This is an optimization exercise on Yosys and OpenROAD, whose aim is small area, a short achievable clock period and few clock cycles per item, not a production implementation. RTL that was checked went through simulation tests only; none was proved equivalent to the original. Power is estimated from default activity; no workload was simulated.

==> flow/design.v (excerpt) <==
module xillybus_wrapper (
    input         ap_clk,
    input         ap_rst,
    input  [31:0] in_r_dout,
    input         in_r_empty_n,
    output        in_r_read,
    output [31:0] out_r_din,
    input         out_r_full_n,
    output        out_r_write
);
For scale: ~70 I/O pins, about 0.0014 sq mm of cells after synthesis.
Settings: LEC_CHECK=0, ABC_AREA=1, CAP_MARGIN=20, CORE_AREA=2.3 2.72 58.42 59.84, DIE_AREA=0 0 60.5 62.2, SETUP_SLACK_MARGIN=3.3, SLEW_MARGIN=20; clock period 7.0 ns.
standard.sh (not shown) runs the stock make flow with config.mk's settings and CLKGATE_MAP_FILE= SYNTH_SCRIPT=/design/flow/synth_recipe.tcl, a recipe that flattens the netlist after the stock synthesis.
==> flow/flow/run.sh <==
#!/bin/bash
# Standard ORFS layout with two changes: every port buffer starts as a
# sky130_fd_sc_hd__buf_1 (the resizer may still resize it), and the constant
# outputs share the one tie cell synthesis made instead of one tie cell each.
set -euo pipefail
bash standard.sh SKIP_REPAIR_TIE_FANOUT=1 \
  "BUFFER_PORTS_ARGS=-buffer_cell sky130_fd_sc_hd__buf_1" finish > standard_flow.log 2>&1
==> next run, changes <==
Settings changed: CORE_AREA 2.3 2.72 58.42 59.84 to 2.3 2.72 61.64 61.2, DIE_AREA 0 0 60.5 62.2 to 0 0 64 64.
Result:
- setup slack gains 0.0045 ns
- wire length drops by about a fifth
- clock-buffer cell count does not change
- total power decreases slightly
- global-route usage came out lower by 1.7 points
- area after synthesis stays the same
==> next run, changes <==
Settings changed: CORE_AREA 2.3 2.72 61.64 61.2 to 2.3 2.72 58.42 59.84, DIE_AREA 0 0 64 64 to 0 0 60.5 62.2, SETUP_SLACK_MARGIN 3.3 to 3.5.
The new run passed the timing, design-rule and antenna checks. Global-route usage rises by 2.1 points. Design area is higher by 3.1%. Setup slack improves by 0.067 ns. Combinational power came out higher by 11%. Utilization climbs by 3.8 points. Final cell count rose by 0.44%. Total power rose by 7.6%. Clock skew climbs by 0.0032 ns.
No functional check of the RTL was part of any run of this note.

========
build 40:
The RTL this note starts from:
==> flow/design.v <==
module xillybus_wrapper (
    input         ap_clk,
    input         ap_rst,
    input  [31:0] in_r_dout,
    input         in_r_empty_n,
    output        in_r_read,
    output [31:0] out_r_din,
    input         out_r_full_n,
    output        out_r_write
);
    function [1:0] step3(input [1:0] m, input b);
        case ({m, b})
            3'b000: step3 = 2'd0;
            3'b001: step3 = 2'd1;
            3'b010: step3 = 2'd2;
            3'b011: step3 = 2'd0;
            3'b100: step3 = 2'd1;
            3'b101: step3 = 2'd2;
            default: step3 = 2'bxx;
        endcase
    endfunction
    wire [7:0] R = in_r_dout[23:16];
    wire [7:0] G = in_r_dout[15:8];
    wire [7:0] B = in_r_dout[7:0];
    reg        vld;
    reg  [9:0] s;
    wire ready = ~vld | out_r_full_n;
    assign in_r_read   = in_r_empty_n & ready;
    assign out_r_write = vld & out_r_full_n;
    always @(posedge ap_clk) begin
        if (ap_rst) vld <= 1'b0;
        else if (ready) vld <= in_r_empty_n;
        if (ready) s <= R + G + B;
    end
    reg [1:0] m [0:10];
    reg [7:0] q;
    integer i;
    always @* begin
        m[10] = 2'd0;
        for (i = 9; i >= 0; i = i - 1) m[i] = step3(m[i+1], s[i]);
        for (i = 0; i < 8; i = i + 1) q[i] = m[i+1][1] | (m[i+1][0] & s[i]);
    end
    assign out_r_din = {24'd0, q};
endmodule
==> flow/config.mk <==
export PLATFORM = sky130hd
export DESIGN_NAME = xillybus_wrapper
export DESIGN_NICKNAME = xillybus_wrapper
export VERILOG_FILES = /design/flow/design.v
export SDC_FILE = /design/flow/constraint.sdc
export NUM_CORES = 4
export LEC_CHECK = 0
export ABC_AREA = 1
export CAP_MARGIN = 20
export CORE_AREA = 2.3 2.72 61.64 61.2
export CTS_CLUSTER_DIAMETER = 100
export CTS_CLUSTER_SIZE = 30
export DIE_AREA = 0 0 64 64
export SETUP_SLACK_MARGIN = 3.6
export SLEW_MARGIN = 20
==> flow/constraint.sdc <==
create_clock -name core_clock -period 7.0 [get_ports {ap_clk}]
set_input_delay 1.4000 -clock core_clock [delete_from_list [all_inputs] [get_ports {ap_clk}]]
set_output_delay 1.4000 -clock core_clock [all_outputs]
set_load 0.01 [all_outputs]
Scripts as last shown in full above: flow/flow/run.sh
Testbench counts of build 40, summed over its fixed seeds: cycles 8,008, items 8,000.
Relative to build 40, the following input files were edited for build 45:
- ABC_AREA no longer set, was 1
- CORE_UTILIZATION now 60, previously not set
- CTS_CLUSTER_SIZE no longer set, was 30
- DIE_AREA no longer set, was 0 0 64 64
- CORE_AREA no longer set, was 2.3 2.72 61.64 61.2
- CTS_CLUSTER_DIAMETER no longer set, was 100
- CORE_MARGIN now 2, previously not set
==> notes.md <==
- Clock power in build 45 vs build 40: up about 2%
- Setup slack after layout sits lower in build 45 than in build 40.
- Taking build 40 as 1.0, build 45 lands at 1.9 on wire length of the first global-routing pass.
- [build 45] routed wire length rose about 100% relative to build 40
- Cmp build 40 and build 45 / non-clock buffer share of cell area / higher: build 45
For build 68, these inputs were changed with respect to build 45:
- removing CORE_MARGIN (formerly 2)
- setting CORE_AREA to 2.3 2.72 61.64 61.2 for the first time
- setting ABC_AREA to 1 for the first time
- removing CORE_UTILIZATION (formerly 60)
- setting DIE_AREA to 0 0 64 64 for the first time
--- outcome ---
Total global-route track usage (higher): build 45
NOTE: die area in build 68 exceeds that of build 45
Final cycle utilization of the critical path: build 68 and build 45 compared, lower one is build 68
Build 68: share of the synthesized netlist area taken by xor and xnor gates 0.75 points below build 45
Side by side, clock network fraction of design power turned out higher in build 68 than in build 45.
Looking at wire length of the first global-routing pass across both flows, build 68 is the stronger of the two, with build 45 trailing.

========
// xillybus_wrapper: RTL as listed in full above, without the edits since
export LEC_CHECK = 0
export ABC_AREA = 1
export CAP_MARGIN = 20
export CORE_AREA = 2.3 2.72 58.42 59.84
export DIE_AREA = 0 0 60.5 62.2
export SETUP_SLACK_MARGIN = 3.3
export SLEW_MARGIN = 20
create_clock -name core_clock -period 7.0 [get_ports {ap_clk}]
Scripts as last shown in full above: flow/flow/run.sh
Testbench counts at the start, summed over its fixed seeds: cycles 8,008, items 8,000.
==> next run, changes <==
CORE_AREA = 2.3 2.72 61.64 61.2   (was 2.3 2.72 58.42 59.84)
DIE_AREA = 0 0 64 64   (was 0 0 60.5 62.2)
SETUP_SLACK_MARGIN = 3.0   (was 3.3)
=> The new run passed the timing, design-rule and antenna checks; first-iteration DRC count decreases by 58%; routed wire length decreases by 17%; sequential cell count is unchanged; clock power increases by about 2%; synthesized area stays the same; die area increases by 8.8%.
==> next run, changes <==
==> flow/run.sh (new file) <==
#!/bin/bash
# synth_recipe.tcl (not shown) runs the flow's synth.tcl, then flattens the netlist and writes it again
# the make line also repeats each setting of config.mk as NAME=value (left out here)
make -C /OpenROAD-flow-scripts/flow DESIGN_CONFIG=/design/flow/config.mk WORK_HOME=/design/flow/orfs CLKGATE_MAP_FILE= SYNTH_SCRIPT=/design/flow/synth_recipe.tcl finish
ABC_AREA = default   (was 1)
ABC_CLOCK_PERIOD_IN_PS = 3400   (was default)
CORE_AREA = default   (was 2.3 2.72 61.64 61.2)
CORE_MARGIN = 2   (was default)
CORE_UTILIZATION = 40   (was default)
DIE_AREA = default   (was 0 0 64 64)
SETUP_SLACK_MARGIN = 3.6   (was 3.0)
removed: flow/flow/run.sh
removed: flow/standard.sh
Result: The new run finished clean; wire length rises by 130%; utilization grows by 20 points; hold slack got worse by 35 ps.
==> next run, changes <==
==> flow/flow/run.sh (new file) <==
#!/bin/bash
# Standard ORFS layout with two changes: every port buffer starts as a
# sky130_fd_sc_hd__buf_1 (the resizer may still resize it), and the constant
# outputs share the one tie cell synthesis made instead of one tie cell each.
set -euo pipefail
bash standard.sh SKIP_REPAIR_TIE_FANOUT=1 \
  "BUFFER_PORTS_ARGS=-buffer_cell sky130_fd_sc_hd__buf_1" finish > standard_flow.log 2>&1
==> flow/standard.sh (new file) <==
#!/bin/bash
# synth_recipe.tcl (not shown) runs the flow's synth.tcl, then flattens the netlist and writes it again
# the make line also repeats each setting of config.mk as NAME=value (left out here)
make -C /OpenROAD-flow-scripts/flow DESIGN_CONFIG=/design/flow/config.mk WORK_HOME=/design/flow/orfs CLKGATE_MAP_FILE= SYNTH_SCRIPT=/design/flow/synth_recipe.tcl "${@:-finish}"
ABC_AREA = 1   (was default)
ABC_CLOCK_PERIOD_IN_PS = default   (was 3400)
CORE_UTILIZATION = 60   (was 40)
SETUP_SLACK_MARGIN = 3.7   (was 3.6)
removed: flow/run.sh
What happened:
- The new run completed without violations
- total power shrinks by 27%
- clock skew stays flat
- cell area shrinks by 37%
- routed wire length shrinks by 50%
- register-to-register slack loses 60 ps
- flip-flop and latch count stays the same
- worst setup slack gains 320 ps
- sequential share of layout area grows by 7.5 points
- synthesized cell count shrinks by 22%
- non-clock buffer count shrinks by 39

========
## try-nickel
xillybus_wrapper, a different RTL version from the one above (not shown whole).
Size: ~11 flip-flops, roughly 70 I/O pins.
==> flow/config.mk <==
export PLATFORM = sky130hd
export DESIGN_NAME = xillybus_wrapper
export DESIGN_NICKNAME = xillybus_wrapper
export VERILOG_FILES = /design/flow/design.v
export SDC_FILE = /design/flow/constraint.sdc
export NUM_CORES = 4
export LEC_CHECK = 0
export ABC_AREA = 1
export CAP_MARGIN = 20
export CORE_AREA = 2.3 2.72 58.42 59.84
export DIE_AREA = 0 0 60.5 62.2
export SETUP_SLACK_MARGIN = 3.5
export SLEW_MARGIN = 20
export TNS_END_PERCENT = 0
==> flow/constraint.sdc <==
create_clock -name core_clock -period 7.0 [get_ports {ap_clk}]
set_input_delay 1.4000 -clock core_clock [delete_from_list [all_inputs] [get_ports {ap_clk}]]
set_output_delay 1.4000 -clock core_clock [all_outputs]
set_load 0.01 [all_outputs]
==> flow/flow/run.sh <==
#!/bin/bash
# Standard ORFS layout with two changes: every port buffer starts as a
# sky130_fd_sc_hd__buf_1 (the resizer may still resize it), and the constant
# outputs share the one tie cell synthesis made instead of one tie cell each.
set -euo pipefail
bash standard.sh SKIP_REPAIR_TIE_FANOUT=1 \
  "BUFFER_PORTS_ARGS=-buffer_cell sky130_fd_sc_hd__buf_1" finish > standard_flow.log 2>&1
Testbench counts of try-nickel, summed over its fixed seeds: cycles 8,008, items 8,000.
Inputs modified between try-nickel and try-cedar:
- SETUP_SLACK_MARGIN now 3.6, was 3.5
- CORE_AREA now 2.3 2.72 61.64 61.2, was 2.3 2.72 58.42 59.84
- DIE_AREA now 0 0 64 64, was 0 0 60.5 62.2
- TNS_END_PERCENT no longer set, was 0
## What came out
- For proportion of cell area occupied by multi-input gates, try-nickel and try-cedar come out practically identical.
- Share of total power in combinational logic: try-cedar vs try-nickel up 1.1 points
- try-cedar ends up with a overall power that is 0.016 mW higher than in try-nickel.
- try-cedar against try-nickel: final estimated routing congestion in global placement -about 4%, minimum hold slack lost 0.0034 ns.
- Higher area growth from synthesis to layout was reported by try-cedar, not try-nickel.
- [try-cedar] pre-CTS worst setup slack rose 0.081 ns relative to try-nickel
- Fill cell total of the finished layout ended up 17 higher on try-cedar than on try-nickel.
- try-cedar vs try-nickel on post-layout worst setup margin: try-cedar is the lower one.
- On top achievable clock speed, try-nickel beats try-cedar.
- Compare try-cedar and try-nickel | non-clock buffer area fraction after layout higher: try-cedar
The following lists how try-indigo was set up differently from try-cedar:
- DIE_AREA: 0 0 64 64 -> 0 0 60.5 62.2
- CORE_AREA: 2.3 2.72 61.64 61.2 -> 2.3 2.72 58.42 59.84
==> flow/flow/run.sh <==
#!/bin/bash
# Standard ORFS layout with three changes: every port buffer starts as a
# sky130_fd_sc_hd__buf_1 (the resizer may still resize it), the constant
# outputs share the one tie cell synthesis made instead of one tie cell each,
# and setup repair only resizes and swaps gates (no new buffers).
set -euo pipefail
bash standard.sh SKIP_REPAIR_TIE_FANOUT=1 \
  "BUFFER_PORTS_ARGS=-buffer_cell sky130_fd_sc_hd__buf_1" \
  "SETUP_MOVE_SEQUENCE=unbuffer,sizeup,swap" finish > standard_flow.log 2>&1
[summary]
try-indigo | status: complete | timing, DRC, antenna: pass
Clock-buffer cell count (lower): try-cedar
Compared with try-cedar, global-route wire length before repair in try-indigo decreased by a few percent.
Setup slack delta (try-indigo − try-cedar): favourable
Cell area deteriorates in try-indigo relative to try-cedar.
Final worst-path cycle share across try-cedar and try-indigo: no real change.
Shortest period the worst path allows, try-cedar and try-indigo: higher on try-cedar
[compare] base=try-cedar new=try-indigo: final routed wirelength across all metal layers went down about 3.2%, worst hold slack saw a decrease, number of multi-input combinational cells was more or less identical, die area now sits lower.
Growth of design area from synthesis to finish (try-indigo over try-cedar): increase, 2.2 points
Input changes introduced in try-harbor (baseline for comparison: try-indigo):
- a change of SETUP_SLACK_MARGIN from 3.6 to 3.5
- an added GPL_TIMING_DRIVEN of 0
==> flow/flow/run.sh <==
#!/bin/bash
# Standard ORFS layout with two changes: every port buffer starts as a
# sky130_fd_sc_hd__buf_1 (the resizer may still resize it), and the constant
# outputs share the one tie cell synthesis made instead of one tie cell each.
set -euo pipefail
bash standard.sh SKIP_REPAIR_TIE_FANOUT=1 \
  "BUFFER_PORTS_ARGS=-buffer_cell sky130_fd_sc_hd__buf_1" finish > standard_flow.log 2>&1
[summary]
Note that the violation count after the first detailed-route iteration recorded for try-harbor amounts to 0.804 times the value seen in try-indigo. Layout buffering overhead excluding clock cells, try-indigo and try-harbor: larger value in try-harbor. Non-clock buffer count delta for try-harbor relative to try-indigo: 24 higher. Between try-harbor and try-indigo, it is try-harbor whose final setup slack of the worst path is lower, by 0.037 ns. Net count of the finished layout ends up lower on try-indigo.
The inputs of try-ember differ from those of try-harbor as listed below.
- DIE_AREA changed from 0 0 60.5 62.2 to 0 0 64 64
- SETUP_SLACK_MARGIN changed from 3.5 to 3.2
- CORE_AREA changed from 2.3 2.72 58.42 59.84 to 2.3 2.72 61.64 61.2
- GPL_TIMING_DRIVEN removed (was 0)
- ABC_AREA changed from 1 to 0
## What came out
try-ember reached the final stage; the timing, design-rule and antenna checks on its layout passed. From try-harbor to try-ember the numbers moved as follows: standard cell area after detailed placement grew by 150 um^2, all-layer global routing usage increased 3.5 points, combinational-cell power consumption climbed 37%, design area +14%, part of the total power dissipated in the clock network shows a reduction of 2.0 points. Main combinational cell family by area after synthesis: compound AO/OA/AOI/OAI gates -> try-ember, simple AND/OR/NAND/NOR gates -> try-harbor.
### try-ember -> try-garnet
- SETUP_SLACK_MARGIN changed from 3.2 to 2.5
### Flow results
- Lower worst hold slack among try-ember and try-garnet: try-ember
- Going from try-ember to try-garnet, detailed placer's ending HPWL shrank slightly.
- NOTE: met1 track demand over resource in try-garnet exceeds that of try-ember
- try-garnet vs try-ember, layout overhead on the synthesized area went down by 4.9 points.
- Re count of clock-buffer cells in the layout: no difference whatsoever between try-garnet and try-ember.
- Diff try-ember -> try-garnet: sequential share of layout area has increased, timing-limited maximum frequency decreased 9.7 MHz, number of global-route vias before repair rose by about 6.5%, post-route cell area dropped 88 um^2.

========
xillybus_wrapper, a different RTL version from the one above (not shown whole).
For scale: roughly 11 flip-flops, about 70 I/O pins.
==> flow/config.mk <==
export PLATFORM = sky130hd
export DESIGN_NAME = xillybus_wrapper
export DESIGN_NICKNAME = xillybus_wrapper
export VERILOG_FILES = /design/flow/design.v
export SDC_FILE = /design/flow/constraint.sdc
export NUM_CORES = 4
export LEC_CHECK = 0
export ABC_AREA = 1
export CAP_MARGIN = 20
export CORE_AREA = 2.3 2.72 61.64 61.2
export DIE_AREA = 0 0 64 64
export SETUP_SLACK_MARGIN = 3.3
export SLEW_MARGIN = 20
==> flow/constraint.sdc <==
create_clock -name core_clock -period 7.0 [get_ports {ap_clk}]
set_input_delay 1.4000 -clock core_clock [delete_from_list [all_inputs] [get_ports {ap_clk}]]
set_output_delay 1.4000 -clock core_clock [all_outputs]
set_load 0.01 [all_outputs]
==> flow/flow/run.sh <==
#!/bin/bash
# Standard ORFS layout with two changes: every port buffer starts as a
# sky130_fd_sc_hd__buf_1 (the resizer may still resize it), and the constant
# outputs share the one tie cell synthesis made instead of one tie cell each.
set -euo pipefail
bash standard.sh SKIP_REPAIR_TIE_FANOUT=1 \
  "BUFFER_PORTS_ARGS=-buffer_cell sky130_fd_sc_hd__buf_1" finish > standard_flow.log 2>&1
Then changed:
--- a/flow/config.mk
+++ b/flow/config.mk
@@ -12 +12 @@
-export SETUP_SLACK_MARGIN = 3.3
+export SETUP_SLACK_MARGIN = 3.0
Outcome: The new run completed with no timing, DRC or antenna violations. Area after synthesis stays the same. Via count falls by about 1.1%. Worst setup slack is worse by 0.081 ns. Wire length falls by about 2.2%.
Then changed:
--- a/flow/config.mk
+++ b/flow/config.mk
@@ -10,3 +10,3 @@
-export CORE_AREA = 2.3 2.72 61.64 61.2
-export DIE_AREA = 0 0 64 64
-export SETUP_SLACK_MARGIN = 3.0
+export CORE_AREA = 2.3 2.72 58.42 59.84
+export DIE_AREA = 0 0 60.5 62.2
+export SETUP_SLACK_MARGIN = 3.3
Routed wire length went up by a quarter to a third.
Die area went down by a little under a tenth.
Cell count does not change.
Then changed:
--- a/flow/config.mk
+++ b/flow/config.mk
@@ -10,3 +10,3 @@
-export CORE_AREA = 2.3 2.72 58.42 59.84
-export DIE_AREA = 0 0 60.5 62.2
-export SETUP_SLACK_MARGIN = 3.3
+export CORE_AREA = 2.3 2.72 61.64 61.2
+export DIE_AREA = 0 0 64 64
+export SETUP_SLACK_MARGIN = 3.6
After rerunning:
- count of clock-buffer cells in the layout goes down by 1
- utilization goes up by 3.0 points
- design area goes up by 13%
Function was not checked in any run of this note: the RTL went through the layout flow alone.

-- afterwards: timing with drivers on the ports --
The results above use ideal ports. As a check the final layouts listed here were re-extracted and re-timed, cells and wires unchanged.
Step 1, drivers: a clkbuf_16 drives ap_clk and a buf_2 each remaining input, both assumed.
Step 2 moves the port delays by t, midway between the first and last clock arrival at a register: inputs arrive t later, outputs are due t later. That takes back most of the time a late clock gives input paths.
Slacks: ideal / step 1 / step 2; pairs: ideal / step 1.
run	t, ns	setup WS [ns]	worst slew at a driven data input, ns
the first run of note 1	0.273	3.554 / 3.552 / 3.280	0.03
the second run of note 1	0.274	3.559 / 3.559 / 3.285	0.03
the third run of note 1	0.275	3.626 / 3.607 / 3.361	0.04
build 40	0.281	3.503 / 3.483 / 3.477	0.03
build 45	0.283	3.060 / 3.039 / 3.323	0.03
build 68	0.281	3.503 / 3.483 / 3.477	0.03
the first run of note 3	0.274	3.445 / 3.425 / 3.336	0.03
the second run of note 3	0.280	3.471 / 3.450 / 3.340	0.03
the third run of note 3	0.254	3.134 / 3.110 / 3.364	0.04
the fourth run of note 3	0.286	3.452 / 3.431 / 3.443	0.03
try-nickel	0.282	3.697 / 3.694 / 3.412	0.03
try-cedar	0.281	3.669 / 3.655 / 3.374	0.04
try-indigo	0.279	3.674 / 3.662 / 3.383	0.04
try-harbor	0.279	3.638 / 3.638 / 3.359	0.03
try-ember	0.274	3.192 / 3.192 / 2.918	0.03
try-garnet	0.277	3.046 / 3.046 / 2.769	0.03
the first run of note 5	0.279	3.510 / 3.505 / 3.227	0.03
the second run of note 5	0.279	3.429 / 3.424 / 3.146	0.03
the third run of note 5	0.281	3.459 / 3.457 / 3.176	0.03
the fourth run of note 5	0.277	3.560 / 3.550 / 3.274	0.04
After both steps every run listed still meets setup and hold. For try-cedar, which loses most, drivers alone change the setup slack by -0.014 ns; drivers and shift together by -0.295 ns.
